This design comes from an exercise in tuning for small area and a short achievable clock period on the open sky130 flow, not from production work. In this exercise RTL edits were held to simulation tests only and were not proved equivalent to the original. Power is estimated from default activity; no workload was simulated.

==> design/flow/design.v <==
module RGB_to_Gray(input CLK, input [7:0] R, input [7:0] G, input [7:0] B, input In_Valid, output reg [7:0] Gray, output reg Out_Valid);
    reg [7:0] r, g, b; reg v0;
    always @(posedge CLK) begin r <= R; g <= G; b <= B; v0 <= In_Valid; end
    wire w8 = ({r[7], r[6], r[5], r[4], r[3], r[2], r[1], r[0]} >= 8'd2);
    wire w9 = ({r[7], r[6], r[5], r[4], r[3], r[2], r[1], r[0]} >= 8'd4);
    wire w10 = ({r[7], r[6], r[5], r[4], r[3], r[2], r[1], r[0]} >= 8'd7);
    wire w11 = ({r[7], r[6], r[5], r[4], r[3], r[2], r[1], r[0]} >= 8'd14);
    wire w12 = ({r[7], r[6], r[5], r[4], r[3], r[2], r[1], r[0]} >= 8'd27);
    wire w13 = ({r[7], r[6], r[5], r[4], r[3], r[2], r[1], r[0]} >= 8'd54);
    wire w14 = ({r[7], r[6], r[5], r[4], r[3], r[2], r[1], r[0]} >= 8'd108);
    wire w15 = ({r[7], r[6], r[5], r[4], r[3], r[2], r[1], r[0]} >= 8'd215);
    wire w24 = ({g[7], g[6], g[5], g[4], g[3], g[2], g[1], g[0]} >= 8'd2);
    wire w25 = ({g[7], g[6], g[5], g[4], g[3], g[2], g[1], g[0]} >= 8'd4);
    wire w26 = ({g[7], g[6], g[5], g[4], g[3], g[2], g[1], g[0]} >= 8'd7);
    wire w27 = ({g[7], g[6], g[5], g[4], g[3], g[2], g[1], g[0]} >= 8'd14);
    wire w28 = ({g[7], g[6], g[5], g[4], g[3], g[2], g[1], g[0]} >= 8'd28);
    wire w29 = ({g[7], g[6], g[5], g[4], g[3], g[2], g[1], g[0]} >= 8'd55);
    wire w30 = ({g[7], g[6], g[5], g[4], g[3], g[2], g[1], g[0]} >= 8'd110);
    wire w31 = ({g[7], g[6], g[5], g[4], g[3], g[2], g[1], g[0]} >= 8'd219);
    wire w41 = ({b[7], b[6], b[5], b[4], b[3], b[2], b[1], b[0]} >= 8'd3);
    wire w42 = ({b[7], b[6], b[5], b[4], b[3], b[2], b[1], b[0]} >= 8'd5);
    wire w43 = ({b[7], b[6], b[5], b[4], b[3], b[2], b[1], b[0]} >= 8'd9);
    wire w44 = ({b[7], b[6], b[5], b[4], b[3], b[2], b[1], b[0]} >= 8'd18);
    wire w45 = ({b[7], b[6], b[5], b[4], b[3], b[2], b[1], b[0]} >= 8'd36);
    wire w46 = ({b[7], b[6], b[5], b[4], b[3], b[2], b[1], b[0]} >= 8'd71);
    wire w47 = ({b[7], b[6], b[5], b[4], b[3], b[2], b[1], b[0]} >= 8'd141);
    wire w48_0, w48_1; ha u48 (r[2], r[1], w48_0, w48_1);
    wire w49_0, w49_1; fa u49 (r[3], r[2], r[1], w49_0, w49_1);
    wire w50_0, w50_1; fa u50 (r[4], r[3], r[2], w50_0, w50_1);
    wire w51_0, w51_1; fa u51 (r[5], r[4], r[3], w51_0, w51_1);
    wire w52_0, w52_1; fa u52 (r[6], r[5], r[4], w52_0, w52_1);
    wire w53_0, w53_1; fa u53 (r[7], r[6], r[5], w53_0, w53_1);
    wire w54_0, w54_1; ha u54 (r[1], r[0], w54_0, w54_1);
    wire w55_0, w55_1; fa u55 (r[0], w48_0, w11, w55_0, w55_1);
    wire w56_0, w56_1; fa u56 (w48_1, w12, w49_0, w56_0, w56_1);
    wire w57_0, w57_1; fa u57 (w49_1, w13, w50_0, w57_0, w57_1);
    wire w58_0, w58_1; fa u58 (w50_1, w14, w51_0, w58_0, w58_1);
    wire w59_0, w59_1; fa u59 (w51_1, w15, w52_0, w59_0, w59_1);
    wire w60_0, w60_1; fa u60 (r[0], w52_1, w53_0, w60_0, w60_1);
    wire w61_0, w61_1; ha u61 (r[0], w9, w61_0, w61_1);
    wire w62_0, w62_1; fa u62 (w54_0, w10, w61_1, w62_0, w62_1);
    wire w63_0, w63_1; fa u63 (w54_1, w55_0, w62_1, w63_0, w63_1);
    wire w64_0, w64_1; fa u64 (w55_1, w56_0, w63_1, w64_0, w64_1);
    wire w65_0, w65_1; fa u65 (w56_1, w57_0, w64_1, w65_0, w65_1);
    wire w66_0, w66_1; fa u66 (w57_1, w58_0, w65_1, w66_0, w66_1);
    wire w67_0, w67_1; fa u67 (w58_1, w59_0, w66_1, w67_0, w67_1);
    wire w68_0, w68_1; fa u68 (p59_1_1, p60_0_1, p67_1_1, w68_0, w68_1);
    wire w69_0, w69_1; ha u69 (g[4], g[0], w69_0, w69_1);
    wire w70_0, w70_1; fa u70 (g[5], g[1], w31, w70_0, w70_1);
    wire w71_0, w71_1; fa u71 (g[6], g[2], g[0], w71_0, w71_1);
    wire w72_0, w72_1; ha u72 (g[0], w26, w72_0, w72_1);
    wire w73_0, w73_1; fa u73 (g[1], w27, w72_1, w73_0, w73_1);
    wire w74_0, w74_1; fa u74 (g[2], w28, w73_1, w74_0, w74_1);
    wire w75_0, w75_1; fa u75 (g[3], w29, w74_1, w75_0, w75_1);
    wire w76_0, w76_1; fa u76 (w69_0, w30, w75_1, w76_0, w76_1);
    wire w77_0, w77_1; fa u77 (w69_1, w70_0, w76_1, w77_0, w77_1);
    wire w78_0, w78_1; fa u78 (p70_1_1, p71_0_1, p77_1_1, w78_0, w78_1);
    wire w79 = ~w8;
    wire w80 = w61_0 & w79;
    wire w81 = ~w24;
    wire w82 = w25 & w81;
    wire w83 = ~w9;
    wire w84 = w62_0 & w83;
    wire w85 = ~w25;
    wire w86 = w72_0 & w85;
    wire w87 = ~w10;
    wire w88 = w63_0 & w87;
    wire w89 = ~w26;
    wire w90 = w73_0 & w89;
    wire w91 = ~w11;
    wire w92 = w64_0 & w91;
    wire w93 = ~w27;
    wire w94 = w74_0 & w93;
    wire w95 = ~w12;
    wire w96 = w65_0 & w95;
    wire w97 = ~w28;
    wire w98 = w75_0 & w97;
    wire w99 = ~w13;
    wire w100 = w66_0 & w99;
    wire w101 = ~w29;
    wire w102 = w76_0 & w101;
    wire w103 = ~p14_0_1;
    wire w104 = p67_0_1 & w103;
    wire w105 = ~w30;
    wire w106 = w77_0 & w105;
    wire w107 = ~w15;
    wire w108 = w68_0 & p107_0_1;
    wire w109 = ~p31_0_1;
    wire w110 = w78_0 & w109;
    wire w111_0, w111_1; ha u111 (r[7], r[6], w111_0, w111_1);
    wire w112_0, w112_1; fa u112 (r[7], r[2], r[0], w112_0, w112_1);
    wire w113_0, w113_1; fa u113 (g[7], g[3], g[1], w113_0, w113_1);
    wire w114_0, w114_1; fa u114 (r[3], r[1], r[0], w114_0, w114_1);
    wire w115_0, w115_1; fa u115 (r[4], r[2], r[1], w115_0, w115_1);
    wire w116_0, w116_1; fa u116 (r[5], r[3], r[2], w116_0, w116_1);
    wire w117_0, w117_1; ha u117 (r[0], g[6], w117_0, w117_1);
    wire w118_0, w118_1; fa u118 (r[6], r[4], r[3], w118_0, w118_1);
    wire w119_0, w119_1; fa u119 (r[1], g[7], g[5], w119_0, w119_1);
    wire w120_0, w120_1; fa u120 (r[7], r[5], r[4], w120_0, w120_1);
    wire w121_0, w121_1; ha u121 (r[2], g[6], w121_0, w121_1);
    wire w122_0, w122_1; fa u122 (r[6], r[5], r[3], w122_0, w122_1);
    wire w123_0, w123_1; ha u123 (g[7], g[6], w123_0, w123_1);
    wire w124_0, w124_1; fa u124 (r[7], r[6], r[4], w124_0, w124_1);
    wire w125_0, w125_1; ha u125 (r[0], g[7], w125_0, w125_1);
    wire w126_0, w126_1; ha u126 (r[7], r[5], w126_0, w126_1);
    wire w127_0, w127_1; ha u127 (r[5], r[2], w127_0, w127_1);
    wire w128_0, w128_1; fa u128 (r[6], r[3], r[2], w128_0, w128_1);
    wire w129_0, w129_1; fa u129 (r[7], r[4], r[3], w129_0, w129_1);
    wire w130_0, w130_1; fa u130 (r[5], r[4], r[1], w130_0, w130_1);
    wire w131_0, w131_1; fa u131 (r[6], r[5], r[2], w131_0, w131_1);
    wire w132_0, w132_1; ha u132 (r[7], r[6], w132_0, w132_1);
    wire w133_0, w133_1; fa u133 (r[1], w111_0, w53_1, w133_0, w133_1);
    wire w134_0, w134_1; fa u134 (g[0], w111_1, w71_1, w134_0, w134_1);
    wire w135_0, w135_1; ha u135 (w112_0, w113_0, w135_0, w135_1);
    wire w136_0, w136_1; fa u136 (g[4], g[2], g[1], w136_0, w136_1);
    wire w137_0, w137_1; fa u137 (w112_1, w113_1, w114_0, w137_0, w137_1);
    wire w138_0, w138_1; fa u138 (g[5], g[3], g[2], w138_0, w138_1);
    wire w139_0, w139_1; fa u139 (g[0], w114_1, w115_0, w139_0, w139_1);
    wire w140_0, w140_1; fa u140 (g[4], g[3], g[1], w140_0, w140_1);
    wire w141_0, w141_1; fa u141 (w117_0, w115_1, w116_0, w141_0, w141_1);
    wire w142_0, w142_1; fa u142 (g[4], g[2], w117_1, w142_0, w142_1);
    wire w143_0, w143_1; fa u143 (w116_1, w118_0, w119_0, w143_0, w143_1);
    wire w144_0, w144_1; fa u144 (g[5], g[3], w121_0, w144_0, w144_1);
    wire w145_0, w145_1; fa u145 (w118_1, w119_1, w120_0, w145_0, w145_1);
    wire w146_0, w146_1; fa u146 (g[4], g[0], w121_1, w146_0, w146_1);
    wire w147_0, w147_1; fa u147 (w123_0, w120_1, w122_0, w147_0, w147_1);
    wire w148_0, w148_1; fa u148 (g[5], g[1], w123_1, w148_0, w148_1);
    wire w149_0, w149_1; fa u149 (w125_0, w122_1, w124_0, w149_0, w149_1);
    wire w150_0, w150_1; fa u150 (r[1], g[6], g[2], w150_0, w150_1);
    wire w151_0, w151_1; fa u151 (w125_1, w126_0, w124_1, w151_0, w151_1);
    wire w152_0, w152_1; fa u152 (r[6], r[2], g[7], w152_0, w152_1);
    wire w153_0, w153_1; fa u153 (g[3], g[0], w126_1, w153_0, w153_1);
    wire w154_0, w154_1; fa u154 (r[7], r[3], r[0], w154_0, w154_1);
    wire w155_0, w155_1; fa u155 (g[4], g[1], g[0], w155_0, w155_1);
    wire w156_0, w156_1; fa u156 (r[4], r[1], r[0], w156_0, w156_1);
    wire w157_0, w157_1; fa u157 (g[5], g[2], g[1], w157_0, w157_1);
    wire w158_0, w158_1; fa u158 (r[1], g[6], g[3], w158_0, w158_1);
    wire w159_0, w159_1; fa u159 (g[2], g[0], w127_0, w159_0, w159_1);
    wire w160_0, w160_1; fa u160 (g[7], g[4], g[3], w160_0, w160_1);
    wire w161_0, w161_1; fa u161 (g[1], w127_1, w128_0, w161_0, w161_1);
    wire w162_0, w162_1; fa u162 (r[0], g[5], g[4], w162_0, w162_1);
    wire w163_0, w163_1; fa u163 (g[2], w128_1, w129_0, w163_0, w163_1);
    wire w164_0, w164_1; fa u164 (g[6], g[5], g[3], w164_0, w164_1);
    wire w165_0, w165_1; fa u165 (g[0], w129_1, w130_0, w165_0, w165_1);
    wire w166_0, w166_1; fa u166 (g[7], g[6], g[4], w166_0, w166_1);
    wire w167_0, w167_1; fa u167 (g[1], w130_1, w131_0, w167_0, w167_1);
    wire w168_0, w168_1; fa u168 (r[3], g[7], g[5], w168_0, w168_1);
    wire w169_0, w169_1; fa u169 (g[2], w132_0, w131_1, w169_0, w169_1);
    wire w170_0, w170_1; fa u170 (r[7], r[4], g[6], w170_0, w170_1);
    wire w171_0, w171_1; ha u171 (g[3], w132_1, w171_0, w171_1);
    wire w172_0, w172_1; ha u172 (r[5], g[7], w172_0, w172_1);
    wire w173_0, w173_1; ha u173 (w133_0, w60_1, w173_0, w173_1);
    wire w174_0, w174_1; fa u174 (w133_1, w135_0, w134_0, w174_0, w174_1);
    wire w175_0, w175_1; fa u175 (w136_0, w135_1, w134_1, w175_0, w175_1);
    wire w176_0, w176_1; fa u176 (w136_1, w138_0, w137_1, w176_0, w176_1);
    wire w177_0, w177_1; fa u177 (w138_1, w140_0, w139_1, w177_0, w177_1);
    wire w178_0, w178_1; fa u178 (w140_1, w142_0, w141_1, w178_0, w178_1);
    wire w179_0, w179_1; fa u179 (w142_1, w144_0, w143_1, w179_0, w179_1);
    wire w180_0, w180_1; fa u180 (w144_1, w146_0, w145_1, w180_0, w180_1);
    wire w181_0, w181_1; fa u181 (w146_1, w148_0, w147_1, w181_0, w181_1);
    wire w182_0, w182_1; fa u182 (w150_0, w148_1, w149_1, w182_0, w182_1);
    wire w183_0, w183_1; fa u183 (w150_1, w152_0, w153_0, w183_0, w183_1);
    wire w184_0, w184_1; fa u184 (w152_1, w154_0, w155_0, w184_0, w184_1);
    wire w185_0, w185_1; fa u185 (w154_1, w155_1, w156_0, w185_0, w185_1);
    wire w186_0, w186_1; fa u186 (w156_1, w157_1, w158_0, w186_0, w186_1);
    wire w187_0, w187_1; fa u187 (w158_1, w160_0, w159_1, w187_0, w187_1);
    wire w188_0, w188_1; fa u188 (w160_1, w162_0, w161_1, w188_0, w188_1);
    wire w189_0, w189_1; fa u189 (w162_1, w164_0, w163_1, w189_0, w189_1);
    wire w190_0, w190_1; fa u190 (w164_1, w166_0, w165_1, w190_0, w190_1);
    wire w191_0, w191_1; fa u191 (w166_1, w168_0, w167_1, w191_0, w191_1);
    wire w192_0, w192_1; fa u192 (w168_1, w170_0, w171_0, w192_0, w192_1);
    wire w193_0, w193_1; fa u193 (g[4], w172_0, w170_1, w193_0, w193_1);
    wire w194_0, w194_1; ha u194 (r[6], g[5], w194_0, w194_1);
    wire w195_0, w195_1; ha u195 (p173_0_1, w110, w195_0, w195_1);
    wire w196_0, w196_1; fa u196 (p173_1_1, p174_0_1, w78_1, w196_0, w196_1);
    wire w197_0, w197_1; fa u197 (w137_0, w174_1, w175_0, w197_0, w197_1);
    wire w198_0, w198_1; fa u198 (w139_0, w175_1, w176_0, w198_0, w198_1);
    wire w199_0, w199_1; fa u199 (w141_0, w176_1, w177_0, w199_0, w199_1);
    wire w200_0, w200_1; fa u200 (w143_0, w177_1, w178_0, w200_0, w200_1);
    wire w201_0, w201_1; fa u201 (w145_0, w178_1, w179_0, w201_0, w201_1);
    wire w202_0, w202_1; fa u202 (w147_0, w179_1, w180_0, w202_0, w202_1);
    wire w203_0, w203_1; fa u203 (w149_0, w180_1, w181_0, w203_0, w203_1);
    wire w204_0, w204_1; fa u204 (w151_0, w181_1, w182_0, w204_0, w204_1);
    wire w205_0, w205_1; fa u205 (w151_1, w183_0, w182_1, w205_0, w205_1);
    wire w206_0, w206_1; fa u206 (w153_1, w184_0, w183_1, w206_0, w206_1);
    wire w207_0, w207_1; fa u207 (w157_0, w184_1, w185_0, w207_0, w207_1);
    wire w208_0, w208_1; fa u208 (w159_0, w185_1, w186_0, w208_0, w208_1);
    wire w209_0, w209_1; fa u209 (w186_1, w161_0, w187_0, w209_0, w209_1);
    wire w210_0, w210_1; fa u210 (w163_0, w187_1, w188_0, w210_0, w210_1);
    wire w211_0, w211_1; fa u211 (w165_0, w188_1, w189_0, w211_0, w211_1);
    wire w212_0, w212_1; fa u212 (w167_0, w189_1, w190_0, w212_0, w212_1);
    wire w213_0, w213_1; fa u213 (w169_0, w190_1, w191_0, w213_0, w213_1);
    wire w214_0, w214_1; fa u214 (w169_1, w192_0, w191_1, w214_0, w214_1);
    wire w215_0, w215_1; fa u215 (w171_1, w193_0, w192_1, w215_0, w215_1);
    wire w216_0, w216_1; fa u216 (w172_1, w194_0, w193_1, w216_0, w216_1);
    wire w217_0, w217_1; fa u217 (r[7], g[6], w194_1, w217_0, w217_1);
    wire w219 = w205_1 & w206_0;
    wire w220 = w206_1 | w207_0;
    wire w221 = w206_1 & w207_0;
    wire w222 = w207_1 | w208_0;
    wire w223 = w207_1 & w208_0;
    wire w224 = w208_1 | w209_0;
    wire w225 = w208_1 & w209_0;
    wire w226 = w209_1 | w210_0;
    wire w227 = w209_1 & w210_0;
    wire w228 = w210_1 | w211_0;
    wire w229 = w210_1 & w211_0;
    wire w230 = w211_1 | w212_0;
    wire w231 = w211_1 & w212_0;
    wire w232 = w212_1 | w213_0;
    wire w233 = w212_1 & w213_0;
    wire w234 = p213_1_1 | p214_0_1;
    wire w235 = p213_1_1 & p214_0_1;
    wire w236 = p214_1_1 | p215_0_1;
    wire w237 = p214_1_1 & p215_0_1;
    wire w238 = p215_1_1 | p216_0_1;
    wire w239 = p215_1_1 & p216_0_1;
    wire w240 = p216_1_1 | p217_0_1;
    wire w241 = p216_1_1 & p217_0_1;
    wire w242 = p217_1_1 | p23_0_1;
    wire w243 = p217_1_1 & p23_0_1;
    wire w244 = w221 | (w220 & w219);
    wire w246 = w225 | (w224 & w223);
    wire w247 = w224 & w222;
    wire w248 = w229 | (w228 & w227);
    wire w249 = w228 & w226;
    wire w250 = w233 | (w232 & w231);
    wire w251 = w232 & w230;
    wire w252 = w237 | (w236 & w235);
    wire w253 = w236 & w234;
    wire w254 = w241 | (w240 & w239);
    wire w255 = w240 & w238;
    wire w258 = w246 | (w247 & w244);
    wire w260 = w231 | (w230 & w248);
    wire w261 = w230 & w249;
    wire w262 = w250 | (w251 & w248);
    wire w263 = w251 & w249;
    wire w264 = w239 | (w238 & w252);
    wire w265 = w238 & w253;
    wire w266 = w254 | (w255 & w252);
    wire w267 = w255 & w253;
    wire w268 = w227 | (w226 & w258);
    wire w270 = w248 | (w249 & w258);
    wire w272 = w260 | (w261 & w258);
    wire w274 = w262 | (w263 & w258);
    wire w276 = w243 | (w242 & w266);
    wire w277 = w242 & w267;
    wire w278 = w235 | (w234 & p274_0_1);
    wire w280 = w252 | (w253 & p274_0_1);
    wire w282 = w264 | (w265 & p274_0_1);
    wire w284 = w266 | (w267 & p274_0_1);
    wire w286 = w276 | (w277 & p274_0_1);
    wire w288 = |{w210_1, w211_1, w212_1, w213_1, w214_1, w215_1, w216_1, w217_1, w211_0, w212_0, w213_0, w214_0, w215_0, w216_0, w217_0, g[7], w268};
    wire w289 = |{w211_1, w212_1, w213_1, w214_1, w215_1, w216_1, w217_1, w212_0, w213_0, w214_0, w215_0, w216_0, w217_0, g[7], w270};
    wire w290 = |{w212_1, w213_1, w214_1, w215_1, w216_1, w217_1, w213_0, w214_0, w215_0, w216_0, w217_0, g[7], w272};
    wire w291 = |{p213_1_1, p214_1_1, p215_1_1, p216_1_1, p217_1_1, p214_0_1, p215_0_1, p216_0_1, p217_0_1, p23_0_1, p274_0_1};
    wire w292 = |{p214_1_1, p215_1_1, p216_1_1, p217_1_1, p215_0_1, p216_0_1, p217_0_1, p23_0_1, w278};
    wire w293 = |{p215_1_1, p216_1_1, p217_1_1, p216_0_1, p217_0_1, p23_0_1, w280};
    wire w294 = |{p216_1_1, p217_1_1, p217_0_1, p23_0_1, w282};
    wire w295 = |{p217_1_1, p23_0_1, w284};
    wire w296 = |{w286};
    wire w297 = ~b[0];
    wire w298 = ~b[1];
    wire w299 = ~b[2];
    wire w300 = ~b[3];
    wire w301 = ~b[4];
    wire w302 = ~b[5];
    wire w303 = ~b[6];
    wire w304 = ~b[7];
    wire w305_0, w305_1; fa u305 (b[6], b[4], b[2], w305_0, w305_1);
    wire w306_0, w306_1; ha u306 (b[7], b[5], w306_0, w306_1);
    wire w307_0, w307_1; ha u307 (b[6], b[4], w307_0, w307_1);
    wire w308_0, w308_1; ha u308 (b[7], b[5], w308_0, w308_1);
    wire w309_0, w309_1; ha u309 (b[4], b[2], w309_0, w309_1);
    wire w310_0, w310_1; fa u310 (b[5], b[3], b[1], w310_0, w310_1);
    wire w311_0, w311_1; fa u311 (w297, w47, w305_0, w311_0, w311_1);
    wire w312_0, w312_1; fa u312 (b[3], w298, w306_0, w312_0, w312_1);
    wire w313_0, w313_1; fa u313 (b[0], w299, w306_1, w313_0, w313_1);
    wire w314_0, w314_1; fa u314 (b[1], w300, w307_1, w314_0, w314_1);
    wire w315_0, w315_1; fa u315 (b[6], b[2], w301, w315_0, w315_1);
    wire w316_0, w316_1; ha u316 (b[2], b[0], w316_0, w316_1);
    wire w317_0, w317_1; fa u317 (b[3], b[1], w44, w317_0, w317_1);
    wire w318_0, w318_1; fa u318 (b[0], w309_0, w45, w318_0, w318_1);
    wire w319_0, w319_1; fa u319 (w309_1, w46, w310_0, w319_0, w319_1);
    wire w320; xn u320 (w310_1, w311_0, w320);
    wire w321 = w310_1 | w311_0;
    wire w322_0, w322_1; fa u322 (w305_1, w312_0, w311_1, w322_0, w322_1);
    wire w323_0, w323_1; fa u323 (w307_0, w312_1, w313_0, w323_0, w323_1);
    wire w324_0, w324_1; fa u324 (w308_0, w313_1, w314_0, w324_0, w324_1);
    wire w325_0, w325_1; fa u325 (w308_1, w315_0, w314_1, w325_0, w325_1);
    wire w326_0, w326_1; ha u326 (b[0], w41, w326_0, w326_1);
    wire w327_0, w327_1; fa u327 (b[1], w42, w326_1, w327_0, w327_1);
    wire w328_0, w328_1; fa u328 (w316_0, w43, w327_1, w328_0, w328_1);
    wire w329_0, w329_1; fa u329 (w316_1, w317_0, w328_1, w329_0, w329_1);
    wire w330_0, w330_1; fa u330 (w317_1, w318_0, w329_1, w330_0, w330_1);
    wire w331_0, w331_1; fa u331 (w318_1, w319_0, w330_1, w331_0, w331_1);
    wire w332_0, w332_1; fa u332 (w319_1, w320, w331_1, w332_0, w332_1);
    wire w333_0, w333_1; fa u333 (p321_0_1, p322_0_1, p332_1_1, w333_0, w333_1);
    wire w334_0, w334_1; fa u334 (p322_1_1, p323_0_1, w333_1, w334_0, w334_1);
    wire w335_0, w335_1; fa u335 (p323_1_1, p324_0_1, w334_1, w335_0, w335_1);
    wire w336_0, w336_1; fa u336 (p324_1_1, p325_0_1, w335_1, w336_0, w336_1);
    wire w337 = ~w42;
    wire w338 = w328_0 & w337;
    wire w339 = w338 & w288;
    wire w340 = ~p339_0_1;
    wire w341 = ~w43;
    wire w342 = w329_0 & w341;
    wire w343 = w342 & w289;
    wire w344 = ~p343_0_1;
    wire w345 = ~w44;
    wire w346 = w330_0 & w345;
    wire w347 = p346_0_1 & p290_0_1;
    wire w348 = ~w347;
    wire w349 = ~w45;
    wire w350 = w331_0 & w349;
    wire w351 = p350_0_1 & w291;
    wire w352 = ~w351;
    wire w353 = ~w46;
    wire w354 = w332_0 & w353;
    wire w355 = p354_0_1 & w292;
    wire w356 = ~w355;
    wire w357 = ~w47;
    wire w358 = w333_0 & p357_0_1;
    wire w359 = w358 & w293;
    wire w360 = ~w359;
    wire w361 = w334_0 & w294;
    wire w362 = ~w361;
    wire w363 = w335_0 & w295;
    wire w364 = ~w363;
    wire w365 = w336_0 & w296;
    wire w366 = ~w365;
    wire w367_0, w367_1; fa u367 (b[7], b[3], w302, w367_0, w367_1);
    wire w368_0, w368_1; ha u368 (w297, w315_1, w368_0, w368_1);
    wire w369_0, w369_1; ha u369 (b[4], w303, w369_0, w369_1);
    wire w370_0, w370_1; ha u370 (b[7], b[5], w370_0, w370_1);
    wire w371_0, w371_1; ha u371 (b[6], b[1], w371_0, w371_1);
    wire w372_0, w372_1; ha u372 (b[7], b[2], w372_0, w372_1);
    wire w373_0, w373_1; fa u373 (w367_0, w368_0, w325_1, w373_0, w373_1);
    wire w374_0, w374_1; fa u374 (w298, w369_0, w367_1, w374_0, w374_1);
    wire w375_0, w375_1; ha u375 (w368_1, w197_0, w375_0, w375_1);
    wire w376_0, w376_1; fa u376 (b[5], w304, w299, w376_0, w376_1);
    wire w377_0, w377_1; fa u377 (w369_1, w197_1, w198_0, w377_0, w377_1);
    wire w378_0, w378_1; fa u378 (b[6], w300, w198_1, w378_0, w378_1);
    wire w379 = ~w199_0;
    wire w380_0, w380_1; fa u380 (b[7], w301, w297, w380_0, w380_1);
    wire w381_0, w381_1; ha u381 (w199_1, w200_0, w381_0, w381_1);
    wire w382_0, w382_1; fa u382 (w302, w298, w200_1, w382_0, w382_1);
    wire w383_0, w383_1; fa u383 (b[0], w303, w299, w383_0, w383_1);
    wire w384_0, w384_1; fa u384 (b[1], w304, w300, w384_0, w384_1);
    wire w385_0, w385_1; fa u385 (b[2], b[0], w301, w385_0, w385_1);
    wire w386_0, w386_1; ha u386 (w203_1, w204_0, w386_0, w386_1);
    wire w387_0, w387_1; fa u387 (b[3], b[1], w302, w387_0, w387_1);
    wire w388; xn u388 (w204_1, w205_0, w388);
    wire w389 = w204_1 | w205_0;
    wire w390_0, w390_1; fa u390 (b[4], b[2], w303, w390_0, w390_1);
    wire w391_0, w391_1; fa u391 (w297, w206_0, w205_1, w391_0, w391_1);
    wire w392_0, w392_1; fa u392 (b[5], b[3], w304, w392_0, w392_1);
    wire w393_0, w393_1; fa u393 (w298, w207_0, w206_1, w393_0, w393_1);
    wire w394_0, w394_1; fa u394 (b[6], b[4], w299, w394_0, w394_1);
    wire w395; xn u395 (w207_1, w208_0, w395);
    wire w396 = w207_1 | w208_0;
    wire w397_0, w397_1; fa u397 (b[0], w300, w370_0, w397_0, w397_1);
    wire w398; xn u398 (w208_1, w209_0, w398);
    wire w399 = w208_1 | w209_0;
    wire w400_0, w400_1; fa u400 (w301, w370_1, w371_0, w400_0, w400_1);
    wire w401; xn u401 (w209_1, w210_0, w401);
    wire w402 = w209_1 | w210_0;
    wire w403_0, w403_1; fa u403 (w302, w371_1, w372_0, w403_0, w403_1);
    wire w404; xn u404 (w210_1, w211_0, w404);
    wire w405 = w210_1 | w211_0;
    wire w406_0, w406_1; fa u406 (b[3], w303, w372_1, w406_0, w406_1);
    wire w407; xn u407 (w211_1, w212_0, w407);
    wire w408 = w211_1 | w212_0;
    wire w409_0, w409_1; fa u409 (b[4], w304, w212_1, w409_0, w409_1);
    wire w410 = ~w213_0;
    wire w411_0, w411_1; ha u411 (b[5], w213_1, w411_0, w411_1);
    wire w412_0, w412_1; ha u412 (p38_0_1, p215_0_1, w412_0, w412_1);
    wire w413_0, w413_1; ha u413 (p39_0_1, p216_0_1, w413_0, w413_1);
    wire w414_0, w414_1; ha u414 (w80, w338, w414_0, w414_1);
    wire w415_0, w415_1; fa u415 (w82, w84, w342, w415_0, w415_1);
    wire w416_0, w416_1; fa u416 (w86, w88, w346, w416_0, w416_1);
    wire w417_0, w417_1; fa u417 (p90_0_1, p92_0_1, p350_0_1, w417_0, w417_1);
    wire w418_0, w418_1; fa u418 (p94_0_1, p96_0_1, p354_0_1, w418_0, w418_1);
    wire w419_0, w419_1; fa u419 (p98_0_1, p100_0_1, w358, w419_0, w419_1);
    wire w420_0, w420_1; fa u420 (p102_0_1, w104, w334_0, w420_0, w420_1);
    wire w421_0, w421_1; fa u421 (p106_0_1, w108, w335_0, w421_0, w421_1);
    wire w422_0, w422_1; fa u422 (w68_1, w195_0, w336_0, w422_0, w422_1);
    wire w423_0, w423_1; fa u423 (p373_0_1, w196_0, w195_1, w423_0, w423_1);
    wire w424_0, w424_1; fa u424 (w374_0, w373_1, w375_0, w424_0, w424_1);
    wire w425_0, w425_1; fa u425 (w376_0, w374_1, w375_1, w425_0, w425_1);
    wire w426_0, w426_1; fa u426 (w376_1, w379, w377_1, w426_0, w426_1);
    wire w427_0, w427_1; fa u427 (w380_0, w199_0, w378_1, w427_0, w427_1);
    wire w428_0, w428_1; fa u428 (w380_1, w201_0, w381_1, w428_0, w428_1);
    wire w429_0, w429_1; fa u429 (w383_0, w201_1, w202_0, w429_0, w429_1);
    wire w430_0, w430_1; fa u430 (w383_1, w384_0, w202_1, w430_0, w430_1);
    wire w431_0, w431_1; fa u431 (w384_1, w385_0, w386_0, w431_0, w431_1);
    wire w432_0, w432_1; fa u432 (w385_1, w387_0, w388, w432_0, w432_1);
    wire w433_0, w433_1; fa u433 (w387_1, w390_0, w389, w433_0, w433_1);
    wire w434_0, w434_1; fa u434 (w390_1, w392_0, w393_0, w434_0, w434_1);
    wire w435_0, w435_1; fa u435 (w392_1, w394_0, w395, w435_0, w435_1);
    wire w436_0, w436_1; fa u436 (w394_1, w397_0, w396, w436_0, w436_1);
    wire w437_0, w437_1; fa u437 (w397_1, w400_0, w399, w437_0, w437_1);
    wire w438_0, w438_1; fa u438 (w400_1, w403_0, w402, w438_0, w438_1);
    wire w439_0, w439_1; fa u439 (w403_1, w406_0, w405, w439_0, w439_1);
    wire w440_0, w440_1; fa u440 (w406_1, w410, w408, w440_0, w440_1);
    wire w441_0, w441_1; fa u441 (w214_0, w213_0, w411_0, w441_0, w441_1);
    wire w442_0, w442_1; fa u442 (p214_1_1, w412_0, p411_1_1, w442_0, w442_1);
    wire w443_0, w443_1; fa u443 (p215_1_1, w413_0, w412_1, w443_0, w443_1);
    wire w444_0, w444_1; fa u444 (p217_0_1, p216_1_1, w413_1, w444_0, w444_1);
    wire w445_0, w445_1; ha u445 (p23_0_1, p217_1_1, w445_0, w445_1);
    wire w446_0, w446_1; ha u446 (p414_0_1, w340, w446_0, w446_1);
    wire w447_0, w447_1; fa u447 (p414_1_1, p415_0_1, w344, w447_0, w447_1);
    wire w448_0, w448_1; fa u448 (p415_1_1, p416_0_1, w348, w448_0, w448_1);
    wire w449_0, w449_1; fa u449 (p416_1_1, w352, w417_0, w449_0, w449_1);
    wire w450_0, w450_1; fa u450 (w417_1, w356, w418_0, w450_0, w450_1);
    wire w451_0, w451_1; fa u451 (w418_1, w360, w419_0, w451_0, w451_1);
    wire w452_0, w452_1; fa u452 (w419_1, w362, w420_0, w452_0, w452_1);
    wire w453_0, w453_1; fa u453 (w420_1, w364, w421_0, w453_0, w453_1);
    wire w454_0, w454_1; fa u454 (w421_1, w366, w422_0, w454_0, w454_1);
    wire w455_0, w455_1; fa u455 (w423_0, w336_1, w422_1, w455_0, w455_1);
    wire w456_0, w456_1; fa u456 (p424_0_1, w196_1, w423_1, w456_0, w456_1);
    wire w457_0, w457_1; fa u457 (w377_0, w424_1, w425_0, w457_0, w457_1);
    wire w458_0, w458_1; fa u458 (p378_0_1, p425_1_1, p426_0_1, w458_0, w458_1);
    wire w459_0, w459_1; fa u459 (w381_0, w426_1, w427_0, w459_0, w459_1);
    wire w460_0, w460_1; fa u460 (w382_0, w427_1, w428_0, w460_0, w460_1);
    wire w461_0, w461_1; fa u461 (w382_1, w429_0, w428_1, w461_0, w461_1);
    wire w462_0, w462_1; fa u462 (w203_0, w429_1, w430_0, w462_0, w462_1);
    wire w463; xn u463 (w430_1, w431_0, w463);
    wire w464 = w430_1 | w431_0;
    wire w465_0, w465_1; fa u465 (w386_1, w432_0, w431_1, w465_0, w465_1);
    wire w466_0, w466_1; fa u466 (w391_0, w432_1, w433_0, w466_0, w466_1);
    wire w467_0, w467_1; fa u467 (w391_1, w433_1, w434_0, w467_0, w467_1);
    wire w468_0, w468_1; fa u468 (w393_1, w435_0, w434_1, w468_0, w468_1);
    wire w469_0, w469_1; fa u469 (w398, w435_1, w436_0, w469_0, w469_1);
    wire w470_0, w470_1; fa u470 (w436_1, w401, w437_0, w470_0, w470_1);
    wire w471_0, w471_1; fa u471 (w404, w437_1, w438_0, w471_0, w471_1);
    wire w472_0, w472_1; fa u472 (w407, w438_1, w439_0, w472_0, w472_1);
    wire w473_0, w473_1; fa u473 (w409_0, w439_1, w440_0, w473_0, w473_1);
    wire w474_0, w474_1; fa u474 (w409_1, w440_1, w441_0, w474_0, w474_1);
    wire w475; xn u475 (p441_1_1, w442_0, w475);
    wire w476 = p441_1_1 | w442_0;
    wire w477; xn u477 (w443_0, w442_1, w477);
    wire w478 = w443_0 | w442_1;
    wire w479; xn u479 (w444_0, w443_1, w479);
    wire w480 = w444_0 | w443_1;
    wire w481; xn u481 (w445_0, w444_1, w481);
    wire w482 = w445_0 | w444_1;
    wire w483 = ~w445_1;
    wire w484 = w446_1 | w447_0;
    wire w485 = w446_1 & w447_0;
    wire w486 = w447_1 | w448_0;
    wire w487 = w447_1 & w448_0;
    wire w488 = w448_1 | w449_0;
    wire w489 = w448_1 & w449_0;
    wire w490 = w449_1 | w450_0;
    wire w491 = w449_1 & w450_0;
    wire w492 = w450_1 | w451_0;
    wire w493 = w450_1 & w451_0;
    wire w494 = w451_1 | w452_0;
    wire w495 = w451_1 & w452_0;
    wire w496 = w452_1 | w453_0;
    wire w497 = w452_1 & w453_0;
    wire w498 = w453_1 | w454_0;
    wire w499 = w453_1 & w454_0;
    wire w500 = w454_1 | w455_0;
    wire w501 = w454_1 & w455_0;
    wire w502 = w455_1 | w456_0;
    wire w503 = w455_1 & w456_0;
    wire w504 = w456_1 | p457_0_1;
    wire w505 = w456_1 & p457_0_1;
    wire w506 = p457_1_1 | w458_0;
    wire w507 = p457_1_1 & w458_0;
    wire w508 = w458_1 | p459_0_1;
    wire w509 = w458_1 & p459_0_1;
    wire w510 = p459_1_1 | p460_0_1;
    wire w511 = p459_1_1 & p460_0_1;
    wire w512 = p460_1_1 | p461_0_1;
    wire w513 = p460_1_1 & p461_0_1;
    wire w514 = w461_1 | w462_0;
    wire w515 = w461_1 & w462_0;
    wire w516 = w462_1 | w463;
    wire w517 = w462_1 & w463;
    wire w518 = p464_0_1 | p465_0_1;
    wire w519 = p464_0_1 & p465_0_1;
    wire w520 = w465_1 | w466_0;
    wire w521 = w465_1 & w466_0;
    wire w522 = w466_1 | w467_0;
    wire w523 = w466_1 & w467_0;
    wire w524 = p467_1_1 | p468_0_1;
    wire w525 = p467_1_1 & p468_0_1;
    wire w526 = p468_1_1 | p469_0_1;
    wire w527 = p468_1_1 & p469_0_1;
    wire w528 = w469_1 | w470_0;
    wire w529 = w469_1 & w470_0;
    wire w530 = p470_1_1 | p471_0_1;
    wire w531 = p470_1_1 & p471_0_1;
    wire w532_0, w532_1; ha u532 (p471_1_1, p472_0_1, w532_0, w532_1);
    wire w533_0, w533_1; ha u533 (p472_1_2, p473_0_2, w533_0, w533_1);
    wire w534_0, w534_1; ha u534 (p473_1_1, p474_0_1, w534_0, w534_1);
    wire w535_0, w535_1; ha u535 (p474_1_1, w475, w535_0, w535_1);
    wire w536_0, w536_1; ha u536 (w476, w477, w536_0, w536_1);
    wire w537_0, w537_1; ha u537 (w478, w479, w537_0, w537_1);
    wire w538_0, w538_1; ha u538 (w480, w481, w538_0, w538_1);
    wire w539_0, w539_1; ha u539 (w482, w483, w539_0, w539_1);
    wire w540 = w531 | (w530 & p529_0_1);
    wire w541 = w530 & p528_0_1;
    wire w542 = w527 | (w526 & w525);
    wire w543 = w526 & w524;
    wire w544 = w540 | (w541 & w542);
    wire w545 = w541 & w543;
    wire w546 = p523_0_1 | (p522_0_1 & p521_0_1);
    wire w547 = p522_0_1 & p520_0_1;
    wire w548 = w546 | (w547 & w519);
    wire w549 = w547 & w518;
    wire w550 = w544 | (w545 & w548);
    wire w551 = w545 & w549;
    wire w552 = w517 | (w516 & w515);
    wire w553 = p516_0_1 & p514_0_1;
    wire w554 = p552_0_1 | (w553 & w513);
    wire w555 = w553 & w512;
    wire w556 = w511 | (w510 & w509);
    wire w557 = w510 & w508;
    wire w558 = w556 | (w557 & w507);
    wire w559 = w557 & w506;
    wire w560 = w554 | (w555 & w558);
    wire w561 = w555 & w559;
    wire w562 = w550 | (w551 & w560);
    wire w563 = w551 & w561;
    wire w564 = w505 | (w504 & w503);
    wire w565 = w504 & w502;
    wire w566 = w564 | (w565 & w501);
    wire w567 = w565 & w500;
    wire w568 = w499 | (w498 & w497);
    wire w569 = w498 & w496;
    wire w570 = w568 | (w569 & w495);
    wire w571 = w569 & w494;
    wire w572 = w566 | (w567 & w570);
    wire w573 = w567 & w571;
    wire w574 = w493 | (w492 & w491);
    wire w575 = w492 & w490;
    wire w576 = w574 | (w575 & w489);
    wire w577 = w575 & w488;
    wire w578 = w487 | (w486 & w485);
    wire w579 = w486 & w484;
    wire w580 = w578 | (w579 & w446_0);
    wire w581 = w576 | (w577 & w580);
    wire w583 = w572 | (w573 & w581);
    wire w585 = w562 | (w563 & w583);
    wire w587 = w533_1 | (w533_0 & p532_1_1);
    wire w588 = w533_0 & p532_0_1;
    wire w589 = p535_1_1 | (p535_0_1 & p534_1_1);
    wire w590 = p535_0_1 & p534_0_1;
    wire w591 = w537_1 | (w537_0 & w536_1);
    wire w592 = p537_0_1 & p536_0_1;
    wire w595 = p534_1_1 | (p534_0_1 & w587);
    wire w596 = p534_0_1 & w588;
    wire w597 = w589 | (w590 & w587);
    wire w598 = w590 & w588;
    wire w599 = w538_1 | (w538_0 & w591);
    wire w600 = p538_0_1 & w592;
    wire w603 = p536_1_1 | (p536_0_1 & w597);
    wire w604 = p536_0_1 & w598;
    wire w605 = p591_0_1 | (w592 & w597);
    wire w606 = w592 & w598;
    wire w607 = p599_0_1 | (w600 & w597);
    wire w608 = w600 & w598;
    wire w611 = p532_1_1 | (p532_0_1 & p585_0_1);
    wire w612 = w587 | (w588 & p585_0_1);
    wire w613 = w595 | (w596 & p585_0_1);
    wire w614 = w597 | (w598 & p585_0_1);
    wire w615 = w603 | (w604 & p585_0_1);
    wire w616 = w605 | (w606 & p585_0_1);
    wire w617 = w607 | (w608 & p585_0_1);
    wire w619; xr u619 (p532_0_1, p585_0_1, w619);
    wire w620; xr u620 (w533_0, w611, w620);
    wire w621; xr u621 (p534_0_1, w612, w621);
    wire w622; xr u622 (p535_0_1, w613, w622);
    wire w623; xr u623 (p536_0_1, w614, w623);
    wire w624; xr u624 (p537_0_1, w615, w624);
    wire w625; xr u625 (p538_0_1, w616, w625);
    wire w626; xr u626 (p539_0_1, w617, w626);
    reg p23_0_1;
    reg p38_0_1;
    reg p39_0_1;
    reg p14_0_1;
    reg p59_1_1;
    reg p60_0_1;
    reg p67_1_1;
    reg p31_0_1;
    reg p70_1_1;
    reg p71_0_1;
    reg p77_1_1;
    reg p67_0_1;
    reg p107_0_1;
    reg p173_0_1;
    reg p173_1_1;
    reg p174_0_1;
    reg p213_1_1;
    reg p214_0_1;
    reg p214_1_1;
    reg p215_0_1;
    reg p215_1_1;
    reg p216_0_1;
    reg p216_1_1;
    reg p217_0_1;
    reg p217_1_1;
    reg p274_0_1;
    reg p321_0_1;
    reg p322_0_1;
    reg p332_1_1;
    reg p322_1_1;
    reg p323_0_1;
    reg p323_1_1;
    reg p324_0_1;
    reg p324_1_1;
    reg p325_0_1;
    reg p339_0_1;
    reg p343_0_1;
    reg p346_0_1;
    reg p290_0_1;
    reg p350_0_1;
    reg p354_0_1;
    reg p357_0_1;
    reg p90_0_1;
    reg p92_0_1;
    reg p94_0_1;
    reg p96_0_1;
    reg p98_0_1;
    reg p100_0_1;
    reg p102_0_1;
    reg p106_0_1;
    reg p373_0_1;
    reg p411_1_1;
    reg p414_0_1;
    reg p414_1_1;
    reg p415_0_1;
    reg p415_1_1;
    reg p416_0_1;
    reg p416_1_1;
    reg p424_0_1;
    reg p378_0_1;
    reg p425_1_1;
    reg p426_0_1;
    reg p441_1_1;
    reg p457_0_1;
    reg p457_1_1;
    reg p459_0_1;
    reg p459_1_1;
    reg p460_0_1;
    reg p460_1_1;
    reg p461_0_1;
    reg p464_0_1;
    reg p465_0_1;
    reg p467_1_1;
    reg p468_0_1;
    reg p468_1_1;
    reg p469_0_1;
    reg p470_1_1;
    reg p471_0_1;
    reg p471_1_1;
    reg p472_0_1;
    reg p472_1_1;
    reg p472_1_2;
    reg p473_0_1;
    reg p473_0_2;
    reg p473_1_1;
    reg p474_0_1;
    reg p474_1_1;
    reg p529_0_1;
    reg p528_0_1;
    reg p523_0_1;
    reg p522_0_1;
    reg p521_0_1;
    reg p520_0_1;
    reg p516_0_1;
    reg p514_0_1;
    reg p552_0_1;
    reg p532_1_1;
    reg p532_0_1;
    reg p535_1_1;
    reg p535_0_1;
    reg p534_1_1;
    reg p534_0_1;
    reg p537_0_1;
    reg p536_1_1;
    reg p536_0_1;
    reg p538_0_1;
    reg p591_0_1;
    reg p599_0_1;
    reg p585_0_1;
    reg p539_0_1;
    always @(posedge CLK) begin
        p23_0_1 <= g[7];
        p38_0_1 <= b[6];
        p39_0_1 <= b[7];
        p14_0_1 <= w14;
        p59_1_1 <= w59_1;
        p60_0_1 <= w60_0;
        p67_1_1 <= w67_1;
        p31_0_1 <= w31;
        p70_1_1 <= w70_1;
        p71_0_1 <= w71_0;
        p77_1_1 <= w77_1;
        p67_0_1 <= w67_0;
        p107_0_1 <= w107;
        p173_0_1 <= w173_0;
        p173_1_1 <= w173_1;
        p174_0_1 <= w174_0;
        p213_1_1 <= w213_1;
        p214_0_1 <= w214_0;
        p214_1_1 <= w214_1;
        p215_0_1 <= w215_0;
        p215_1_1 <= w215_1;
        p216_0_1 <= w216_0;
        p216_1_1 <= w216_1;
        p217_0_1 <= w217_0;
        p217_1_1 <= w217_1;
        p274_0_1 <= w274;
        p321_0_1 <= w321;
        p322_0_1 <= w322_0;
        p332_1_1 <= w332_1;
        p322_1_1 <= w322_1;
        p323_0_1 <= w323_0;
        p323_1_1 <= w323_1;
        p324_0_1 <= w324_0;
        p324_1_1 <= w324_1;
        p325_0_1 <= w325_0;
        p339_0_1 <= w339;
        p343_0_1 <= w343;
        p346_0_1 <= w346;
        p290_0_1 <= w290;
        p350_0_1 <= w350;
        p354_0_1 <= w354;
        p357_0_1 <= w357;
        p90_0_1 <= w90;
        p92_0_1 <= w92;
        p94_0_1 <= w94;
        p96_0_1 <= w96;
        p98_0_1 <= w98;
        p100_0_1 <= w100;
        p102_0_1 <= w102;
        p106_0_1 <= w106;
        p373_0_1 <= w373_0;
        p411_1_1 <= w411_1;
        p414_0_1 <= w414_0;
        p414_1_1 <= w414_1;
        p415_0_1 <= w415_0;
        p415_1_1 <= w415_1;
        p416_0_1 <= w416_0;
        p416_1_1 <= w416_1;
        p424_0_1 <= w424_0;
        p378_0_1 <= w378_0;
        p425_1_1 <= w425_1;
        p426_0_1 <= w426_0;
        p441_1_1 <= w441_1;
        p457_0_1 <= w457_0;
        p457_1_1 <= w457_1;
        p459_0_1 <= w459_0;
        p459_1_1 <= w459_1;
        p460_0_1 <= w460_0;
        p460_1_1 <= w460_1;
        p461_0_1 <= w461_0;
        p464_0_1 <= w464;
        p465_0_1 <= w465_0;
        p467_1_1 <= w467_1;
        p468_0_1 <= w468_0;
        p468_1_1 <= w468_1;
        p469_0_1 <= w469_0;
        p470_1_1 <= w470_1;
        p471_0_1 <= w471_0;
        p471_1_1 <= w471_1;
        p472_0_1 <= w472_0;
        p472_1_1 <= w472_1;
        p472_1_2 <= p472_1_1;
        p473_0_1 <= w473_0;
        p473_0_2 <= p473_0_1;
        p473_1_1 <= w473_1;
        p474_0_1 <= w474_0;
        p474_1_1 <= w474_1;
        p529_0_1 <= w529;
        p528_0_1 <= w528;
        p523_0_1 <= w523;
        p522_0_1 <= w522;
        p521_0_1 <= w521;
        p520_0_1 <= w520;
        p516_0_1 <= w516;
        p514_0_1 <= w514;
        p552_0_1 <= w552;
        p532_1_1 <= w532_1;
        p532_0_1 <= w532_0;
        p535_1_1 <= w535_1;
        p535_0_1 <= w535_0;
        p534_1_1 <= w534_1;
        p534_0_1 <= w534_0;
        p537_0_1 <= w537_0;
        p536_1_1 <= w536_1;
        p536_0_1 <= w536_0;
        p538_0_1 <= w538_0;
        p591_0_1 <= w591;
        p599_0_1 <= w599;
        p585_0_1 <= w585;
        p539_0_1 <= w539_0;
    end
    reg v1; always @(posedge CLK) v1 <= v0;
    reg v2; always @(posedge CLK) v2 <= v1;
    always @(posedge CLK) begin Gray <= {w626, w625, w624, w623, w622, w621, w620, w619}; Out_Valid <= v2; end
endmodule
module fa(input a, input b, input c, output s, output co);
    assign s = a ^ b ^ c;
    assign co = (a & b) | (a & c) | (b & c);
endmodule
module ha(input a, input b, output s, output co);
    assign s = a ^ b;
    assign co = a & b;
endmodule
module xr(input a, input b, output y);
    assign y = a ^ b;
endmodule
module xn(input a, input b, output y);
    assign y = ~(a ^ b);
endmodule
module ao(input g1, input p1, input g0, output y);
    assign y = g1 | (p1 & g0);
endmodule
module an2(input a, input b, output y);
    assign y = a & b;
endmodule
module or2(input a, input b, output y);
    assign y = a | b;
endmodule
==> design/flow/flow/run.sh <==
#!/bin/bash
# Standard ORFS layout with the standard synthesis unchanged. Port buffers are
# sky130_fd_sc_hd__buf_2, and timing repair is asked to reach a setup slack of
# 11.95 ns at the design's own clock period and constraints.
set -euo pipefail
export SETUP_SLACK_MARGIN=11.95
export CTS_ARGS="-sink_clustering_enable -repair_clock_nets -dont_use_dummy_load -buf_list sky130_fd_sc_hd__clkbuf_8"
export BUFFER_PORTS_ARGS="-buffer_cell sky130_fd_sc_hd__buf_2"
bash standard.sh synth > synth.log 2>&1
bash standard.sh > layout.log 2>&1
==> design/flow/standard.sh <==
#!/bin/bash
# synth_recipe.tcl (not shown) runs the flow's synth.tcl, then flattens the netlist and writes it again
# the make line also repeats each setting of config.mk as NAME=value (left out here)
make -C /OpenROAD-flow-scripts/flow DESIGN_CONFIG=/design/flow/config.mk WORK_HOME=/design/flow/orfs CLKGATE_MAP_FILE= SYNTH_SCRIPT=/design/flow/synth_recipe.tcl "${@:-finish}"
==> design/flow/config.mk <==
export PLATFORM = sky130hd
export DESIGN_NAME = RGB_to_Gray
export DESIGN_NICKNAME = RGB_to_Gray
export VERILOG_FILES = /design/flow/design.v
export SDC_FILE = /design/flow/constraint.sdc
export NUM_CORES = 8
export LEC_CHECK = 0
export CAP_MARGIN = 20
export CORE_MARGIN = 2
export CORE_UTILIZATION = 60
export CTS_BUF_LIST = sky130_fd_sc_hd__clkbuf_8
export PLACE_DENSITY = 0.75
export SLEW_MARGIN = 20
export SYNTH_HIERARCHICAL = 1
export SYNTH_MINIMUM_KEEP_SIZE = 0
==> design/flow/constraint.sdc <==
create_clock -name core_clock -period 16.0 [get_ports {CLK}]
set_input_delay 3.2000 -clock core_clock [delete_from_list [all_inputs] [get_ports {CLK}]]
set_output_delay 3.2000 -clock core_clock [all_outputs]
set_load 0.01 [all_outputs]
==> results_dict.tcl, run 1 <==
set metrics [dict create \
    rows 45 \
    path_class "reg -> out" \
    wl_met2_mm 9.882 \
    synth_cells 660 \
    synth_top_area_frac 0.4700 \
    cp.arrival_ns 0.89 \
    initial_core_util 0.6170 \
    worst_slew_margin_rel 0.5151 \
    dr_total_vias 5413 \
    fin_crit_ns 4.089 \
    drtPass1Iterations 6 \
    synth-xor-area-share 0.01861 \
    drive_above_1_share 0.1747 \
    dp_hpwl_mm 15.47 \
    cts_buffers 17 \
    grt_max_degree 18 \
    cts.sinks 146 \
    switching_share 0.3987 \
    p_switching_w 0.0007217 \
    cts_tree "done" \
    drtAntennaViolNets 0 \
    synth_top_family_by_area "adder cells" \
    synth_edf_count 0 \
    clock_path_buffers 2 \
    seqPwrFrac 0.315 \
    p_int_w 0.001089 \
    wl_mm 19.48 \
    critPathRequiredTime_ns 12.80 \
    syn_nets 954 \
    avgSynthCellArea_um2 14.26 \
    wl_met1_mm 7.926 \
    synth-simple-area-share 0.06061 \
    path_max_fanout 1 \
    die_w_um 129.3 \
    top_layer_used "met4" \
    wl_per_cell_um 20.76 \
    core_area_um2 15260 \
    p_leak_nw 4.195 \
    maxCapViolCount 0 \
    cp_top_family "flip-flops" \
    synth_mux_area_frac 0 \
    powerDensity_nw_per_um2 175.6 \
    yosysTopAreaCell "fa_1" \
    drtIter0Drc 386 \
    holdCritPathClass "reg -> reg" \
    ir_worst_vdd_mv 0.1365 \
    crit_path_max_incr_delay_ns 0.33 \
    synth_area_um2 9414 \
    htree_levels 4 \
    slew_violations 0 \
    place.gp.congestion 0.9045 \
    fin_nets 1023 \
    vias_per_cell 5.771 \
    place_ws_ns 11.66 \
    die_area_um2 16710 \
    io_buffers 34 \
    synth_area_leaders "fa_1, dfxtp_1, ha_1" \
    crit_buf_inv 1 \
    setup_tns_ns 0 \
    p_comb_frac 0.571 \
    synth_seq_cells 146 \
    die_y_um 129.3 \
    crit_chain "buf_6" \
    grt_pass1_vias 5932 \
    yosys.area_share.adder 0.5403 \
    max_freq_ghz 0.2445 \
    diodes 0 \
    drc 0 \
    ys_seq_area_frac 0.3105 \
    setup_viol 0 \
    min_period_over_period 0.2556 \
    ys_types 44 \
    finalPower_w 0.001810 \
    grt_antenna_before_repair 0 \
    clkTransAtPathRegs_ns 0.09 \
    ys_warn_count 7 \
    clk_latency_ns 0.46 \
    rsz0062_at_grt "yes" \
    ios 35 \
    fin_ws_ns 11.91 \
    synth_compound_area_frac 0.05928 \
    worstMarginPinSlew_ns 0.7263 \
    clk_root_buffer_cell "clkbuf_8" \
    ys.flop_type "dfxtp_1" \
    synth.most_common_cell "fa_1" \
    gr-total-overflow 0 \
    syn2layout_area_growth_pct 9.529 \
    grt_pass1_wl_mm 31.55 \
    status "timing/DRC/antenna clean" \
    critPathSlowestCell "dfxtp_2" \
    power_frac_clock 0.114 \
    synthTopCellsByCount "fa_1, dfxtp_1, ha_1" \
    track_usage 0.2600 \
    route.met3.wl_mm 1.003 \
    start_kind "flip-flop" \
    finClkSkew_ns 0.03029 \
    cp-end-kind "output port" \
    hold_viol_final 0 \
    postSynth.asyncResetShare 0 \
]
## state kept, by name (all words and copies together) (netlist names), 8 cells and up
signal and flops:
b 8, Gray 8, r 8, g 8
## cell usage in the layout (no fill, tap or decap), drive strengths merged, types with 2 or more instances in the layout
cell type  instances
or2               19
and3              12
a21oi             15
fa               221
o41ai              2
a31o               3
nor2b              2
maj3               7
xor2               8
o31ai              4
dfxtp            146
o41a               3
xnor2             12
buf               50
o22ai              5
a21o               8
a211o              2
nand2             22
a2111oi            2
inv               25
nor3               5
o2111ai            2
o21ai              7
o211ai             5
nor2              27
nand3              7
nand4              4
ha                47
a31oi              9
o221ai             2
clkbuf            17
nor4               4
o21bai             2
and2               8
a211oi             2
## worst register-to-register path: stages (launching register included)
cell,delay (ns)
dfxtp_1,0.52
inv_1,0.38
o211ai_1,0.16
ha_1,0.21
fa_1,0.38
fa_1,0.39
fa_1,0.41
fa_1,0.43
fa_1,0.42
fa_1,0.50
inv_1,0.04
nor2_1,0.09
## routing by layer
| metal | GRT usage | vias up |
|---|---|---|
| li1 | - | 2332 |
| met1 | 0.3518 | 2830 |
| met2 | 0.4251 | 201 |
| met3 | 0.05698 | 50 |
| met4 | 0.08696 | 0 |
| met5 | 0 | - |
## worst paths after layout
| path | slack, ns | start | cells past startpoint | end |
|---|---|---|---|---|
| hold reg to reg | 0.31 | p473_0_1 | 0 | p473_0_2 |
| hold / removal | 0.31 | p473_0_1 | 0 | p473_0_2 |
| setup reg to reg | 12.02 | b[0] | 11 | p354_0_1 |
| setup / recovery | 11.91 | Gray[4] | 1 | Gray[4] |
## area by class of cell
class / instances / area [um^2]
Timing Repair Buffer: 50 / 315.3
Tap cell: 211 / 264.0
Sequential cell: 146 / 2979
Inverter: 26 / 101.3
Multi-Input combinational cell: 488 / 6417
Clock buffer: 17 / 234.0
Fill cell: 1052 / 4947
## power groups by stage
| stage | Combinational, W | Clock (W) | Sequential (W) |
|---|---|---|---|
| 3_5_place_dp | 0.000997 | 0 | 0.000579 |
| 6_report | 0.00103 | 0.000206 | 0.000571 |
| 4_1_cts | 0.00101 | 0.000213 | 0.000571 |
| 5_1_grt | 0.00117 | 0.000230 | 0.000585 |
| 2_1_floorplan | 0.000735 | 0 | 0.000560 |
| 3_3_place_gp | 0.000949 | 0 | 0.000573 |
## stage by stage
step | cell area, um^2 | utilization | std cells | hold slack, ns
final | 10310 | 0.6758 | 938 | 0.3117
after CTS | 10130 | 0.6641 | 922 | 0.3129
after global placement | 9854 | 0.6458 | 905 | 0.3149
after detailed placement | 9854 | 0.6458 | 905 | 0.3135
after global routing | 10310 | 0.6758 | 938 | 0.3105
after floorplan | 9420 | - | 660 | 0.3096
## per-module statistics from Yosys (local to each module, per instance)
module | flops+latches | cells | copies in the design
xr | 0 | 1 | 8
RGB_to_Gray | 146 | 372 | 1
ha | 0 | 1 | 47
xn | 0 | 1 | 12
fa | 0 | 1 | 221
## what timing repair did
action / 4_1_cts / 5_1_grt
pin swaps: 2 / 4
gates cloned: 0 / 0
buffers inserted: 0 / 16
hold buffers: 0 / 0
gates resized for setup: 24 / 20
setup endpoints to repair: 35 / 18
## cells by family after synthesis
group           after synthesis
fa+ha+maj                   275
flops                       146
simple gates                113
compound gates               79
buf+inv                      26
xor+xnor                     20
other cells                   1
==> run 2, diff against run 1 <==
--- a/design/flow/flow/run.sh
+++ b/design/flow/flow/run.sh
@@ -6,3 +6,3 @@
 export SETUP_SLACK_MARGIN=11.95
-export CTS_ARGS="-sink_clustering_enable -repair_clock_nets -dont_use_dummy_load -buf_list sky130_fd_sc_hd__clkbuf_8"
+export CTS_ARGS="-sink_clustering_enable -repair_clock_nets -dont_use_dummy_load -buf_list sky130_fd_sc_hd__clkbuf_16 -sink_buffer_max_cap_derate 0.3"
 export BUFFER_PORTS_ARGS="-buffer_cell sky130_fd_sc_hd__buf_2"
==> results_dict.tcl, run 2 <==
set metrics [dict create \
    status "timing/DRC/antenna clean" \
    synth_top_area_frac 0.4700 \
    max_freq_ghz 0.2466 \
    postPlaceCellArea_um2 9854 \
    fin_ws_ns 11.94 \
    powerDensity_nw_per_um2 181.8 \
    synth_cells 660 \
    vias_per_cell 5.691 \
    syn_nets 954 \
    worstMarginPinSlew_ns 0.7099 \
    gr-total-overflow 0 \
    fin_area_um2 10630 \
    cp-end-kind "output port" \
    grt_antenna_before_repair 0 \
    grt_pass1_wl_mm 32.16 \
    clock_path_buffers 2 \
    io_buffers 34 \
    ys_seq_area_frac 0.3105 \
    hold_viol_final 0 \
    clk_latency_ns 0.43 \
    place_ws_ns 11.66 \
    synth_area_leaders "fa_1, dfxtp_1, ha_1" \
    grt_max_degree 18 \
    finalPower_w 0.001933 \
    postSynth.asyncResetShare 0 \
    maxCapViolCount 0 \
    critPathRequiredTime_ns 12.80 \
    ys_types 44 \
    grt_pass1_vias 5957 \
    yosysTopAreaCell "fa_1" \
    critPathSlowestCell "dfxtp_2" \
    slew_violations 0 \
    wl_mm 20.27 \
    place.gp.congestion 0.9045 \
    path_class "reg -> out" \
    layout_common_cells "fa_1, dfxtp_1, ha_1, buf_2, buf_4" \
    rows 45 \
    path_max_fanout 1 \
    holdPathStages 0 \
    rsz0062_at_grt "yes" \
    start_kind "flip-flop" \
    cts_tree "done" \
    reg2reg_depth 10 \
    ys_warn_count 7 \
    cts_buffers 17 \
    clkTransAtPathRegs_ns 0.06 \
    synth.most_common_cell "fa_1" \
    diodes 0 \
    drtAntennaViolNets 0 \
    die_area_um2 16710 \
    min_period_over_period 0.2535 \
    timing.rr.start "r[4]" \
    crit_buf_inv 1 \
    die_y_um 129.3 \
    wl_per_cell_um 21.31 \
    synthTopCellsByCount "fa_1, dfxtp_1, ha_1" \
    crit_chain "buf_6" \
    postLayoutCoreUtil 0.6967 \
    cts.sinks 146 \
    ys.flop_type "dfxtp_1" \
    synth_edf_count 0 \
    cp.arrival_ns 0.86 \
    core_area_um2 15260 \
    initial_core_util 0.6170 \
    avgSynthCellArea_um2 14.26 \
    synth_area_um2 9414 \
    ios 35 \
    fin_nets 1036 \
    crit_path_start "Gray[4]" \
    drive_above_1_share 0.1905 \
    cp_top_family "flip-flops" \
    clk_root_buffer_cell "clkbuf_16" \
    hp-start "v1" \
    dr_total_vias 5412 \
    drtPass1Iterations 4 \
    ctsHoldBuffers 0 \
    ir_worst_vdd_mv 0.1357 \
    fillers 1013 \
    cp.depth 1 \
    dp_hpwl_mm 15.47 \
    htree_levels 4 \
    p_leak_nw 4.354 \
    die_w_um 129.3 \
    drc 0 \
    fin_crit_ns 4.056 \
    layout_commonest_cell "fa_1" \
    worst_slew_margin_rel 0.5261 \
    setup_viol 0 \
    setup_tns_ns 0 \
    crit_path_max_incr_delay_ns 0.32 \
    syn2layout_area_growth_pct 12.92 \
    finClkSkew_ns 0.01774 \
    holdCritPathClass "reg -> reg" \
    synth_seq_cells 146 \
    drtIter0Drc 375 \
    track_usage 0.2666 \
]
[run 2: cell counts after synthesis]
Identical to the previous run, type by type.
[run 2: final timing paths]
check / end / slack, ns
setup / recovery: Gray[4] / 11.94
hold / removal: v2 / 0.32
setup reg to reg: p67_0_1 / 12.04
hold reg to reg: v2 / 0.32
[run 2: metrics by stage]
step           hold slack (ns)  cells
6_report                0.3238    951
5_1_grt                 0.3400    951
4_1_cts                 0.3264    922
3_5_place_dp            0.3135    905
3_3_place_gp            0.3149    905
2_1_floorplan           0.3096    660
[run 2: final cells by class]
cell class	instances	area [um^2]	area share
Sequential cell	146	2982	0.2805
Timing Repair Buffer	63	437.9	0.04120
Multi-Input combinational cell	488	6417	0.6037
Inverter	26	103.9	0.009769
Tap cell	211	264.0	0.02484
Clock buffer	17	425.4	0.04002
[run 2: what timing repair did]
action / 4_1_cts / 5_1_grt
gates resized for setup: 26 / 21
pin swaps: 2 / 4
endpoints found under the setup margin: 32 / 19
setup buffers: 0 / 29
[run 2: metal layers]
metal  share of wire  global-route usage  vias to the layer above
met5               0                   0                        -
met4           0.027             0.09143                        0
met3           0.047             0.05698                       32
met2            0.52              0.4378                      180
met1            0.41              0.3586                     2839
li1                -                   -                     2361
[run 2: kinds of logic after synthesis]
family	share of synthesized area
AO/OA/AOI/OAI	0.05928
buffers and inverters	0.01037
other	0.0003983
adder cells (fa/ha/maj)	0.5403
XOR/XNOR	0.01861
AND/OR/NAND/NOR	0.06061
flip-flops	0.3105
[run 2: report_power, final]
group	switching [W]	internal [W]	leakage, nW
Combinational	0.000541	0.000509	2.92
Clock	0.000128	0.000183	0.209
Sequential	0.0000786	0.000493	1.23
Total	0.000748	0.00119	4.35
[run 2: Yosys stat by module, one instance, submodules excluded]
module       area (um^2)  cells
RGB_to_Gray         4227    372
fa                 20.02      1
ha                 12.51      1
xn                 8.758      1
xr                 8.758      1
==> run 3, diff against run 2 <==
--- a/design/flow/flow/run.sh
+++ b/design/flow/flow/run.sh
@@ -6,3 +6,3 @@
 export SETUP_SLACK_MARGIN=11.95
-export CTS_ARGS="-sink_clustering_enable -repair_clock_nets -dont_use_dummy_load -buf_list sky130_fd_sc_hd__clkbuf_16 -sink_buffer_max_cap_derate 0.3"
+export CTS_ARGS="-sink_clustering_enable -repair_clock_nets -dont_use_dummy_load -buf_list sky130_fd_sc_hd__clkbuf_16 -sink_clustering_size 40 -sink_clustering_max_diameter 80"
 export BUFFER_PORTS_ARGS="-buffer_cell sky130_fd_sc_hd__buf_2"
==> results_dict.tcl, run 3 <==
set metrics [dict create \
    synth.most_common_cell "fa_1" \
    max_freq_ghz 0.2466 \
    cp.arrival_ns 0.86 \
    cp-end-kind "output port" \
    synth_top_area_frac 0.4700 \
    crit_path_max_incr_delay_ns 0.32 \
    crit_path_start "Gray[4]" \
    ys_warn_count 7 \
    timing.rr.start "r[4]" \
    final_cells 951 \
    ys.flop_type "dfxtp_1" \
    drtIter0Drc 375 \
    synth_seq_cells 146 \
    setup_viol 0 \
    start_kind "flip-flop" \
    hold_viol_final 0 \
    setup_tns_ns 0 \
    place_ws_ns 11.66 \
    ios 35 \
    ir_worst_vdd_mv 0.1357 \
    crit_buf_inv 1 \
    yosysTopAreaCell "fa_1" \
    track_usage 0.2666 \
    drive_above_1_share 0.1905 \
    grt_pass1_vias 5957 \
    holdCritPathClass "reg -> reg" \
    fin_crit_ns 4.056 \
    ys_seq_area_frac 0.3105 \
    grt_pass1_wl_mm 32.16 \
    critPathRequiredTime_ns 12.80 \
    drc 0 \
    dr_total_vias 5412 \
    synth_cells 660 \
    htree_levels 4 \
    fin_area_um2 10630 \
    path_max_fanout 1 \
    clk_root_buffer_cell "clkbuf_16" \
    gr-total-overflow 0 \
    die_y_um 129.3 \
    ys_types 44 \
    critPathSlowestCell "dfxtp_2" \
    cts_buffers 17 \
    postPlaceCellArea_um2 9854 \
    io_buffers 34 \
    die_w_um 129.3 \
    slew_violations 0 \
    core_area_um2 15260 \
    finClkSkew_ns 0.01774 \
    rsz0062_at_grt "yes" \
    die_area_um2 16710 \
    hp-start "v1" \
    cts.sinks 146 \
    dp_hpwl_mm 15.47 \
    drtPass1Iterations 4 \
    synth_area_um2 9414 \
    rows 45 \
    dp_cells 905 \
    clk_latency_ns 0.43 \
    maxCapViolCount 0 \
    cts_tree "done" \
    worst_slew_margin_rel 0.5261 \
    fin_nets 1036 \
    grt_max_degree 18 \
    ctsHoldBuffers 0 \
    vias_per_cell 5.691 \
    grt_antenna_before_repair 0 \
    status "timing/DRC/antenna clean" \
    synth_area_leaders "fa_1, dfxtp_1, ha_1" \
    syn_nets 954 \
    min_period_over_period 0.2535 \
    cp_top_family "flip-flops" \
]
[run 3: Yosys stat by module (local to each module, per instance)]
module / copies in the design / cells / flops+latches / area [um^2]
RGB_to_Gray: 1 / 372 / 146 / 4227
fa: 221 / 1 / 0 / 20.02
ha: 47 / 1 / 0 / 12.51
xn: 12 / 1 / 0 / 8.758
xr: 8 / 1 / 0 / 8.758
[run 3: path summary, 6_finish.rpt]
check                           endpoint  slack (ns)  cells past startpoint
worst min-delay path                  v2        0.32                      0
worst max-delay path             Gray[4]       11.94                      1
worst max register to register   p67_0_1       12.04                     10
worst min register to register        v2        0.32                      0
[run 3: layout make-up]
| type | count | area (um^2) | area share |
|---|---|---|---|
| Tap cell | 211 | 264.0 | 0.02484 |
| Sequential cell | 146 | 2982 | 0.2805 |
| Multi-Input combinational cell | 488 | 6417 | 0.6037 |
| Clock buffer | 17 | 425.4 | 0.04002 |
| Inverter | 26 | 103.9 | 0.009769 |
| Timing Repair Buffer | 63 | 437.9 | 0.04120 |
[run 3: cell families (layout without fill, tap and decap cells)]
group | after synthesis | in the layout | share of synthesized area
XOR/XNOR | 20 | 20 | 0.01861
buffers and inverters | 26 | 106 | 0.01037
AO/OA/AOI/OAI | 79 | 79 | 0.05928
other | 1 | 1 | 0.0003983
adder cells (fa/ha/maj) | 275 | 275 | 0.5403
flip-flops | 146 | 146 | 0.3105
AND/OR/NAND/NOR | 113 | 113 | 0.06061
[run 3: layer usage]
layer  vias up  GRT usage  wire (um)
li1       2361          -          -
met1      2839     0.3586       8322
met5         -          0          0
met2       180     0.4378      10440
met4         0    0.09143        543
met3        32    0.05698        962
[run 3: repair_timing]
item	in CTS	in global routing
pin swaps	2	4
buffers inserted	0	29
gates resized for setup	26	21
endpoints found under the hold margin	0	0
setup endpoints to repair	32	19
[run 3: power by group]
part	internal, W	total (W)	switching (W)	leakage (nW)
clock	0.000183	0.000312	0.000128	0.209
combinational	0.000509	0.00105	0.000541	2.92
sequential	0.000493	0.000571	0.0000786	1.23
[run 3: stage by stage]
stage | utilization | total power (W) | hold WS, ns
floorplan | - | 0.001295 | 0.3096
global placement | 0.6458 | 0.001522 | 0.3149
detailed placement | 0.6458 | 0.001576 | 0.3135
CTS | 0.6772 | 0.001915 | 0.3264
global route | 0.6967 | 0.002107 | 0.3400
finish | 0.6967 | 0.001933 | 0.3238

## re-timing with driven ports
How much do the figures lean on ideal ports? The routed layouts below were timed once more, with nothing changed but the port constraints. Step 1 assumes that a clkbuf_16 drives the clock port and a buf_2 every other input. Step 2, shift: input delay + t, output delay - t, t = (earliest + latest rising clock arrival at the registers) / 2. This alone moves slack from input paths to output paths. Three values: no drivers, after step 1, after step 2; two values: the first two.
run	shift t [ns]	setup WS [ns]
run 1	0.484	11.911 / 11.868 / 12.022
run 2	0.460	11.944 / 11.901 / 12.039
run 3	0.460	11.944 / 11.901 / 12.039
After both steps setup and hold are still met in every run listed.
